This is an optimization exercise on Yosys and OpenROAD, whose aim is small area, not a production implementation. In this exercise RTL edits were held to simulation tests only and were not proved equivalent to the original.

## convolution
module convolution #(parameter BW1=16, BW2=16, STRIDE=1, xs=32, ws=5)
	(input iCLK, iRSTn, iWren,
	 input [4:0] iADDR,
	 input [7:0] iWeight,
	 input signed [7:0] iX,
	 input iValid,
	 output signed [BW2-1:0] oPsum,
	 output oValid);
wire [199:0] w;
wire [8*129-1:0] p;
decoder dec1(.iCLK(iCLK), .iRSTn(iRSTn), .iWren(iWren), .iAddr(iADDR),
             .iWeight(iWeight), .oW(w));
line_buf lb(.iCLK(iCLK), .iX(iX), .oP(p));
control cc1(.iCLK(iCLK), .iRSTn(iRSTn), .iValid(iValid), .oValid(oValid));
wire [15:0] s0, s1, s2, s3, s4;
wire [15:0] so0, so1, so2, so3, so4;
reg  [15:0] r0, r1, r2, r3;
reg  [15:0] rout;
rowstage0 st0(.x0(p[8*((4-(0))*31+4-(0)) +: 8]), .x1(p[8*((4-(0))*31+4-(1)) +: 8]), .x2(p[8*((4-(0))*31+4-(2)) +: 8]), .x3(p[8*((4-(0))*31+4-(3)) +: 8]), .x4(p[8*((4-(0))*31+4-(4)) +: 8]),
              .w0(w[8*(5*(0)+(0)) +: 8]), .w1(w[8*(5*(0)+(1)) +: 8]), .w2(w[8*(5*(0)+(2)) +: 8]), .w3(w[8*(5*(0)+(3)) +: 8]), .w4(w[8*(5*(0)+(4)) +: 8]),
              .s(s0), .so(so0));
rowstage st1(.x0(p[8*((4-(1))*31+4-(0)) +: 8]), .x1(p[8*((4-(1))*31+4-(1)) +: 8]), .x2(p[8*((4-(1))*31+4-(2)) +: 8]), .x3(p[8*((4-(1))*31+4-(3)) +: 8]), .x4(p[8*((4-(1))*31+4-(4)) +: 8]),
             .w0(w[8*(5*(1)+(0)) +: 8]), .w1(w[8*(5*(1)+(1)) +: 8]), .w2(w[8*(5*(1)+(2)) +: 8]), .w3(w[8*(5*(1)+(3)) +: 8]), .w4(w[8*(5*(1)+(4)) +: 8]),
             .sw(r0), .s(s1), .so(so1));
rowstage st2(.x0(p[8*((4-(2))*31+4-(0)) +: 8]), .x1(p[8*((4-(2))*31+4-(1)) +: 8]), .x2(p[8*((4-(2))*31+4-(2)) +: 8]), .x3(p[8*((4-(2))*31+4-(3)) +: 8]), .x4(p[8*((4-(2))*31+4-(4)) +: 8]),
             .w0(w[8*(5*(2)+(0)) +: 8]), .w1(w[8*(5*(2)+(1)) +: 8]), .w2(w[8*(5*(2)+(2)) +: 8]), .w3(w[8*(5*(2)+(3)) +: 8]), .w4(w[8*(5*(2)+(4)) +: 8]),
             .sw(r1), .s(s2), .so(so2));
rowstage st3(.x0(p[8*((4-(3))*31+4-(0)) +: 8]), .x1(p[8*((4-(3))*31+4-(1)) +: 8]), .x2(p[8*((4-(3))*31+4-(2)) +: 8]), .x3(p[8*((4-(3))*31+4-(3)) +: 8]), .x4(p[8*((4-(3))*31+4-(4)) +: 8]),
             .w0(w[8*(5*(3)+(0)) +: 8]), .w1(w[8*(5*(3)+(1)) +: 8]), .w2(w[8*(5*(3)+(2)) +: 8]), .w3(w[8*(5*(3)+(3)) +: 8]), .w4(w[8*(5*(3)+(4)) +: 8]),
             .sw(r2), .s(s3), .so(so3));
rowstage st4(.x0(p[8*((4-(4))*31+4-(0)) +: 8]), .x1(p[8*((4-(4))*31+4-(1)) +: 8]), .x2(p[8*((4-(4))*31+4-(2)) +: 8]), .x3(p[8*((4-(4))*31+4-(3)) +: 8]), .x4(p[8*((4-(4))*31+4-(4)) +: 8]),
  ...
export LEC_CHECK = 0
export CAP_MARGIN = 20
export CORE_MARGIN = 2
export CORE_UTILIZATION = 40
export CTS_CLUSTER_DIAMETER = 100
export CTS_CLUSTER_SIZE = 20
export PLACE_DENSITY = 0.6
export SLEW_MARGIN = 20
export SYNTH_HIERARCHICAL = 1
export SYNTH_MINIMUM_KEEP_SIZE = 0
create_clock -name core_clock -period 8.0 [get_ports {iCLK}]
run.sh (not shown) runs the stock make flow with config.mk's settings and CLKGATE_MAP_FILE= SYNTH_SCRIPT=/design/flow/synth_recipe.tcl, a recipe that flattens the netlist after the stock synthesis.
Change:
Settings changed: CTS_CLUSTER_DIAMETER 100 to 150, CTS_CLUSTER_SIZE 20 to 22.
Effect:
- The changed run completed without violations
- routed wire length stays flat
- die area does not change

[separate check: timing with driven ports]
The results above use ideal ports. As a check the final layouts listed here were re-extracted and re-timed, cells and wires unchanged. Step 1 (the two cells are an assumption about what drives the block):
set clk [get_ports {iCLK}]
set_driving_cell -lib_cell sky130_fd_sc_hd__clkbuf_16 $clk
set_driving_cell -lib_cell sky130_fd_sc_hd__buf_2 [delete_from_list [all_inputs] $clk]
Step 2 moves the port delays by t, midway between the first and last clock arrival at a register: inputs arrive t later, outputs are due t later. That takes back most of the time a late clock gives input paths. a / b / c = ideal ports / drivers / drivers and shift; a / b = the first two.
| run | t (ns) | slack for setup (ns) | hold slack, ns | worst setup path at the end | slew at the worst register clock pin (ns) |
|---|---|---|---|---|---|
| the first run | 0.784 | 0.439 / 0.439 / 0.439 | 0.296 / 0.296 / 0.296 | register to register | 0.10 / 0.10 |
| the second run | 0.766 | 0.413 / 0.413 / 0.413 | 0.311 / 0.311 / 0.311 | register to register | 0.11 / 0.11 |
After both steps setup and hold are still met in every run listed.
